What follows belongs to an exercise in optimizing a design on an open flow for small area and a short achievable clock period; a production flow would make more cautious choices.
RTL that was checked went through simulation tests only; none was proved equivalent to the original.
The clock port is modelled as an ideal driver, which makes a skipped or thinned clock tree look cheaper than it is; a real chip needs a root buffer or a tree.
No activity file was given, so power comes from the tool's default toggle rates.

// fifo
module fifo(
  input clk,
  input rst,
  input [7:0] buf_in,
  input wr_en,
  input rd_en,
  output reg [7:0] buf_out,
  output buf_empty,
  output reg buf_full,
  output [7:0] fifo_counter
);
  reg [7:0] wlo_n;
  reg [7:0] whi;
  reg [7:0] rlo;
  reg [7:0] rhi;
  reg [7:0] rlo_b;
  reg [7:0] rhi_b;
  reg [6:0] count;
  reg full;
  reg not_empty;
  reg [6:0] count_o;
  reg not_empty_o;
  reg [7:0] mem_n [0:63];
  assign fifo_counter = {1'b0, count_o};
  assign buf_empty = ~not_empty_o;
  wire wa = wr_en & ~full;
  wire ra = rd_en & not_empty;
  wire [7:0] whi_n;
  wire [63:0] we;
  wire [63:0] rs_n;
  wire [63:0] rs_n_b;
  genvar g, b;
  generate
    for (g = 0; g < 8; g = g + 1) begin : gwhi
      fifo_nand3b u (.a_n(full), .b(wr_en), .c(whi[g]), .y(whi_n[g]));
    end
    for (g = 0; g < 64; g = g + 1) begin : gdec
      fifo_nor2 u_we (.a(wlo_n[g % 8]), .b(whi_n[g / 8]), .y(we[g]));
      fifo_nand2 u_rs (.a(rlo[g % 8]), .b(rhi[g / 8]), .y(rs_n[g]));
      fifo_nand2 u_rs_b (.a(rlo_b[g % 8]), .b(rhi_b[g / 8]), .y(rs_n_b[g]));
    end
  endgenerate
  wire [7:0] rdata;
  generate
    for (b = 0; b < 8; b = b + 1) begin : gbit
      wire [63:0] col_n;
      for (g = 0; g < 64; g = g + 1) begin : gcol
        assign col_n[g] = mem_n[g][b];
      end
      fifo_sel64 u_sel (.s_n(b < 4 ? rs_n : rs_n_b), .d_n(col_n), .y(rdata[b]));
    end
  endgenerate
  ...
==> module fifo, before the edit <==
module fifo(
  input clk,
  input rst,
  input [7:0] buf_in,
  input wr_en,
  input rd_en,
  output reg [7:0] buf_out,
  output buf_empty,
  output reg buf_full,
  output [7:0] fifo_counter
);
  reg [7:0] wlo_n;
  reg [7:0] whi;
  reg [7:0] rlo;
  reg [7:0] rhi;
  reg [7:0] rlo_b;
  reg [7:0] rhi_b;
  reg [6:0] count;
  reg full;
  reg not_empty;
  reg [6:0] count_o;
  reg not_empty_o;
  reg [7:0] mem_n [0:63];
  assign fifo_counter = {1'b0, count_o};
  assign buf_empty = ~not_empty_o;
  wire wa = wr_en & ~full;
  wire ra = rd_en & not_empty;
  wire [7:0] whi_n;
  wire [63:0] we;
  wire [63:0] rs_n;
  wire [63:0] rs_n_b;
  genvar g, b;
  generate
    for (g = 0; g < 8; g = g + 1) begin : gwhi
      fifo_nand3b u (.a_n(full), .b(wr_en), .c(whi[g]), .y(whi_n[g]));
    end
    for (g = 0; g < 64; g = g + 1) begin : gdec
      fifo_nor2 u_we (.a(wlo_n[g % 8]), .b(whi_n[g / 8]), .y(we[g]));
      fifo_nand2 u_rs (.a(rlo[g % 8]), .b(rhi[g / 8]), .y(rs_n[g]));
      fifo_nand2 u_rs_b (.a(rlo_b[g % 8]), .b(rhi_b[g / 8]), .y(rs_n_b[g]));
    end
  endgenerate
  wire [7:0] rdata;
  generate
    for (b = 0; b < 8; b = b + 1) begin : gbit
      wire [63:0] col_n;
      for (g = 0; g < 64; g = g + 1) begin : gcol
        assign col_n[g] = mem_n[g][b];
      end
      fifo_sel64 u_sel (.s_n(b < 4 ? rs_n : rs_n_b), .d_n(col_n), .y(rdata[b]));
    end
  endgenerate
  wire [7:0] buf_in_n = ~buf_in;
  generate
    for (g = 0; g < 64; g = g + 1) begin : gmem
      always @(posedge clk)
        if (we[g])
          mem_n[g] <= buf_in_n;
    end
  endgenerate
  wire up = wa & ~ra;
  wire dn = ra & ~wa;
  wire [6:0] cnt_inc = count + 7'd1;
  wire [6:0] cnt_dec = count - 7'd1;
  wire [6:0] count_next;
  wire [6:0] count_o_next;
  generate
    for (g = 0; g < 7; g = g + 1) begin : gcnt
      fifo_mux4 u (.a(count[g]), .b(cnt_dec[g]), .c(cnt_inc[g]), .d(cnt_inc[g]),
                   .s0(dn), .s1(up), .y(count_next[g]));
      fifo_mux4 u_o (.a(count[g]), .b(cnt_dec[g]), .c(cnt_inc[g]), .d(cnt_inc[g]),
                     .s0(dn), .s1(up), .y(count_o_next[g]));
    end
  endgenerate
  wire c63 = (count == 7'd63);
  wire ne1 = (count != 7'd1);
  wire full_next, ne_next, full_o_next, ne_o_next;
  fifo_flags u_flags (.wr_en(wr_en), .rd_en(rd_en), .full(full), .ne(not_empty),
                      .c63(c63), .ne1(ne1), .full_next(full_next), .ne_next(ne_next));
  fifo_flags u_flags_o (.wr_en(wr_en), .rd_en(rd_en), .full(full), .ne(not_empty),
                        .c63(c63), .ne1(ne1), .full_next(full_o_next), .ne_next(ne_o_next));
  always @(posedge clk or posedge rst) begin
    if (rst) begin
      wlo_n <= 8'b11111110;
      whi <= 8'b00000001;
      rlo <= 8'b00000001;
      rhi <= 8'b00000001;
      rlo_b <= 8'b00000001;
      rhi_b <= 8'b00000001;
      count <= 7'd0;
      count_o <= 7'd0;
      buf_out <= 8'd0;
      not_empty <= 1'b0;
      not_empty_o <= 1'b0;
      full <= 1'b0;
      buf_full <= 1'b0;
    end else begin
      if (wa) begin
        wlo_n <= {wlo_n[6:0], wlo_n[7]};
        if (!wlo_n[7]) whi <= {whi[6:0], whi[7]};
      end
      if (ra) begin
        rlo <= {rlo[6:0], rlo[7]};
        if (rlo[7]) rhi <= {rhi[6:0], rhi[7]};
        rlo_b <= {rlo_b[6:0], rlo_b[7]};
        if (rlo_b[7]) rhi_b <= {rhi_b[6:0], rhi_b[7]};
        buf_out <= rdata;
      end
      count <= count_next;
      count_o <= count_o_next;
      not_empty <= ne_next;
      not_empty_o <= ne_o_next;
      full <= full_next;
      buf_full <= full_o_next;
    end
  end
endmodule
==> module fifo_sel64, before the edit <==
module fifo_sel64(
  input [63:0] s_n,
  input [63:0] d_n,
  output y
);
  wire [31:0] p;      
  wire [15:0] q_n;
  wire [3:0] r;
  wire [1:0] t_n;
  genvar i;
  generate
    for (i = 0; i < 32; i = i + 1) begin : gp
      fifo_oai22 u (.a1(s_n[2*i]), .a2(d_n[2*i]), .b1(s_n[2*i+1]), .b2(d_n[2*i+1]), .y(p[i]));
    end
    for (i = 0; i < 16; i = i + 1) begin : gq
      fifo_nor2 u (.a(p[2*i]), .b(p[2*i+1]), .y(q_n[i]));
    end
    for (i = 0; i < 4; i = i + 1) begin : gr
      fifo_nand4 u (.a(q_n[4*i]), .b(q_n[4*i+1]), .c(q_n[4*i+2]), .d(q_n[4*i+3]), .y(r[i]));
    end
  endgenerate
  fifo_nor2 t0 (.a(r[0]), .b(r[1]), .y(t_n[0]));
  fifo_nor2 t1 (.a(r[2]), .b(r[3]), .y(t_n[1]));
  fifo_nand2 t2 (.a(t_n[0]), .b(t_n[1]), .y(y));
endmodule
export LEC_CHECK = 0
export CAP_MARGIN = 20
export CORE_MARGIN = 2
export CORE_UTILIZATION = 60
export CTS_CLUSTER_DIAMETER = 80
export CTS_CLUSTER_SIZE = 30
export SETUP_SLACK_MARGIN = 2.4
export SLEW_MARGIN = 20
export SYNTH_HIERARCHICAL = 1
export SYNTH_MINIMUM_KEEP_SIZE = 0
create_clock -name core_clock -period 4.0 [get_ports {clk}]
standard.sh (not shown) runs the stock make flow with config.mk's settings and CLKGATE_MAP_FILE= SYNTH_SCRIPT=/design/flow/synth_recipe.tcl, a recipe that flattens the netlist after the stock synthesis.
==> flow/flow/run.sh <==
#!/bin/bash
# Standard ORFS layout (the standard.sh) with these changes to how it is made:
#  - ports are buffered with buf_2 cells instead of the slow delay-cell default
#  - the clock tree is flow/my_cts.tcl's (built in place of TritonCTS through
#    ORFS's PRE_CTS_TCL hook): 32 equal clusters of flip-flops, each under a
#    clkbuf_16, grouped by quadrant under 4 clkbuf_16 that the clock port drives
#  - after the timing repair in CTS and in global routing, flow/downsize.tcl
#    swaps each cell for the smallest drive strength that keeps the worst
#    setup slack, and repair_design then restores the slew and cap margins
# Each ORFS step writes its full log under orfs/logs; make's output goes to standard.log.
set -euo pipefail
export BUFFER_PORTS_ARGS="-buffer_cell sky130_fd_sc_hd__buf_2"
export PRE_CTS_TCL="$PWD/flow/pre_cts.tcl"
export POST_CTS_TCL="$PWD/flow/post_cts.tcl"
export POST_GLOBAL_ROUTE_TCL="$PWD/flow/post_grt.tcl"
bash standard.sh > standard.log 2>&1
Other scripts of this flow, unchanged in this note and not shown: flow/flow/downsize.tcl, flow/flow/my_cts.tcl, flow/flow/post_cts.tcl, flow/flow/post_grt.tcl, flow/flow/pre_cts.tcl
Edit:
--- a/flow/design.v
+++ b/flow/design.v
@@ -10,14 +10,12 @@
   output [7:0] fifo_counter
 );
   reg [7:0] wlo_n;
   reg [7:0] whi;
   reg [7:0] rlo;
   reg [7:0] rhi;
-  reg [7:0] rlo_b;
-  reg [7:0] rhi_b;
   reg [6:0] count;
   reg full;
   reg not_empty;
   reg [6:0] count_o;
   reg not_empty_o;
   reg [7:0] mem_n [0:63];
@@ -25,32 +23,33 @@
   assign buf_empty = ~not_empty_o;
   wire wa = wr_en & ~full;
   wire ra = rd_en & not_empty;
   wire [7:0] whi_n;
   wire [63:0] we;
   wire [63:0] rs_n;
-  wire [63:0] rs_n_b;
   genvar g, b;
   generate
     for (g = 0; g < 8; g = g + 1) begin : gwhi
       fifo_nand3b u (.a_n(full), .b(wr_en), .c(whi[g]), .y(whi_n[g]));
     end
     for (g = 0; g < 64; g = g + 1) begin : gdec
       fifo_nor2 u_we (.a(wlo_n[g % 8]), .b(whi_n[g / 8]), .y(we[g]));
       fifo_nand2 u_rs (.a(rlo[g % 8]), .b(rhi[g / 8]), .y(rs_n[g]));
-      fifo_nand2 u_rs_b (.a(rlo_b[g % 8]), .b(rhi_b[g / 8]), .y(rs_n_b[g]));
     end
   endgenerate
-  wire [7:0] rdata;
+  wire [7:0] buf_out_next;
+  wire ra_n = ~ra;
   generate
     for (b = 0; b < 8; b = b + 1) begin : gbit
       wire [63:0] col_n;
       for (g = 0; g < 64; g = g + 1) begin : gcol
         assign col_n[g] = mem_n[g][b];
       end
-      fifo_sel64 u_sel (.s_n(b < 4 ? rs_n : rs_n_b), .d_n(col_n), .y(rdata[b]));
+      wire [3:0] r;
+      fifo_sel64 u_sel (.s_n(rs_n), .d_n(col_n), .r(r));
+      fifo_outsel u_out (.r(r), .ra(ra), .ra_n(ra_n), .q(buf_out[b]), .y(buf_out_next[b]));
     end
   endgenerate
   wire [7:0] buf_in_n = ~buf_in;
   generate
     for (g = 0; g < 64; g = g + 1) begin : gmem
       always @(posedge clk)
@@ -82,14 +81,12 @@
   always @(posedge clk or posedge rst) begin
     if (rst) begin
       wlo_n <= 8'b11111110;
       whi <= 8'b00000001;
       rlo <= 8'b00000001;
       rhi <= 8'b00000001;
-      rlo_b <= 8'b00000001;
-      rhi_b <= 8'b00000001;
       count <= 7'd0;
       count_o <= 7'd0;
       buf_out <= 8'd0;
       not_empty <= 1'b0;
       not_empty_o <= 1'b0;
       full <= 1'b0;
@@ -99,49 +96,61 @@
         wlo_n <= {wlo_n[6:0], wlo_n[7]};
         if (!wlo_n[7]) whi <= {whi[6:0], whi[7]};
       end
       if (ra) begin
         rlo <= {rlo[6:0], rlo[7]};
         if (rlo[7]) rhi <= {rhi[6:0], rhi[7]};
-        rlo_b <= {rlo_b[6:0], rlo_b[7]};
-        if (rlo_b[7]) rhi_b <= {rhi_b[6:0], rhi_b[7]};
-        buf_out <= rdata;
       end
+      buf_out <= buf_out_next;
       count <= count_next;
       count_o <= count_o_next;
       not_empty <= ne_next;
       not_empty_o <= ne_o_next;
       full <= full_next;
       buf_full <= full_o_next;
     end
   end
 endmodule
 module fifo_sel64(
   input [63:0] s_n,
   input [63:0] d_n,
-  output y
+  output [3:0] r
 );
   wire [31:0] p;      
   wire [15:0] q_n;
-  wire [3:0] r;
-  wire [1:0] t_n;
   genvar i;
   generate
     for (i = 0; i < 32; i = i + 1) begin : gp
       fifo_oai22 u (.a1(s_n[2*i]), .a2(d_n[2*i]), .b1(s_n[2*i+1]), .b2(d_n[2*i+1]), .y(p[i]));
     end
     for (i = 0; i < 16; i = i + 1) begin : gq
       fifo_nor2 u (.a(p[2*i]), .b(p[2*i+1]), .y(q_n[i]));
     end
     for (i = 0; i < 4; i = i + 1) begin : gr
       fifo_nand4 u (.a(q_n[4*i]), .b(q_n[4*i+1]), .c(q_n[4*i+2]), .d(q_n[4*i+3]), .y(r[i]));
     end
   endgenerate
-  fifo_nor2 t0 (.a(r[0]), .b(r[1]), .y(t_n[0]));
-  fifo_nor2 t1 (.a(r[2]), .b(r[3]), .y(t_n[1]));
-  fifo_nand2 t2 (.a(t_n[0]), .b(t_n[1]), .y(y));
+endmodule
+module fifo_outsel(
+  input [3:0] r,
+  input ra,
+  input ra_n,
+  input q,
+  output y
+);
+  wire t0_n, t1_n, t2_n;
+  fifo_oai21 u0 (.a1(r[0]), .a2(r[1]), .b1(ra), .y(t0_n));
+  fifo_oai21 u1 (.a1(r[2]), .a2(r[3]), .b1(ra), .y(t1_n));
+  fifo_nand2 u2 (.a(ra_n), .b(q), .y(t2_n));
+  fifo_nand3 u3 (.a(t0_n), .b(t1_n), .c(t2_n), .y(y));
+endmodule
+module fifo_oai21(input a1, input a2, input b1, output y);
+  assign y = ~((a1 | a2) & b1);
+endmodule
+module fifo_nand3(input a, input b, input c, output y);
+  assign y = ~(a & b & c);
 endmodule
 module fifo_oai22(input a1, input a2, input b1, input b2, output y);
   assign y = ~((a1 | a2) & (b1 | b2));
 endmodule
 module fifo_nand4(input a, input b, input c, input d, output y);
   assign y = ~(a & b & c & d);
After rerunning: The changed run completed without violations; power decreases by 2.5%; global-route usage decreases by 2.2 points; synthesized area decreases by 3.9%; cell count decreases by 5.8%; critical path depth stays the same; clock power decreases by about 1%; sequential power decreases by about 2%; utilization hardly moves; worst setup slack gains 0.16 ns; cell area decreases by 3.5%; die area decreases by 3.9%.
Function not checked in the first run of this note: the RTL went through the layout flow alone. No run of this note takes its clock network from TritonCTS; it comes from the design's own scripts or RTL.

[re-timing with driven ports]
In the flow no input, the clock included, has a driving cell. The finished layouts below were timed again as built, in two steps. Step 1 (the two cells are an assumption about what drives the block):
set clk [get_ports {clk}]
set_driving_cell -lib_cell sky130_fd_sc_hd__clkbuf_16 $clk
set_driving_cell -lib_cell sky130_fd_sc_hd__buf_2 [delete_from_list [all_inputs] $clk]
Step 2 adds t to the input delays and takes it off the output delays; t is the mean of the earliest and latest rising clock arrival at the registers after step 1. Input paths then give back, and output paths get back, about the clock's delay inside the block. Three values: ideal ports, drivers, drivers and shift; two values: the first two.
run	t (ns)	setup slack, ns	worst setup path at the end
the first run	0.485	1.949 / 1.949 / 1.654	input to register
the second run	0.479	2.106 / 2.091 / 1.806	input to register
After both steps setup and hold are still met in every run listed. The setup slack of the second run, which loses most, moves by -0.015 ns with the drivers and by -0.300 ns with both steps.
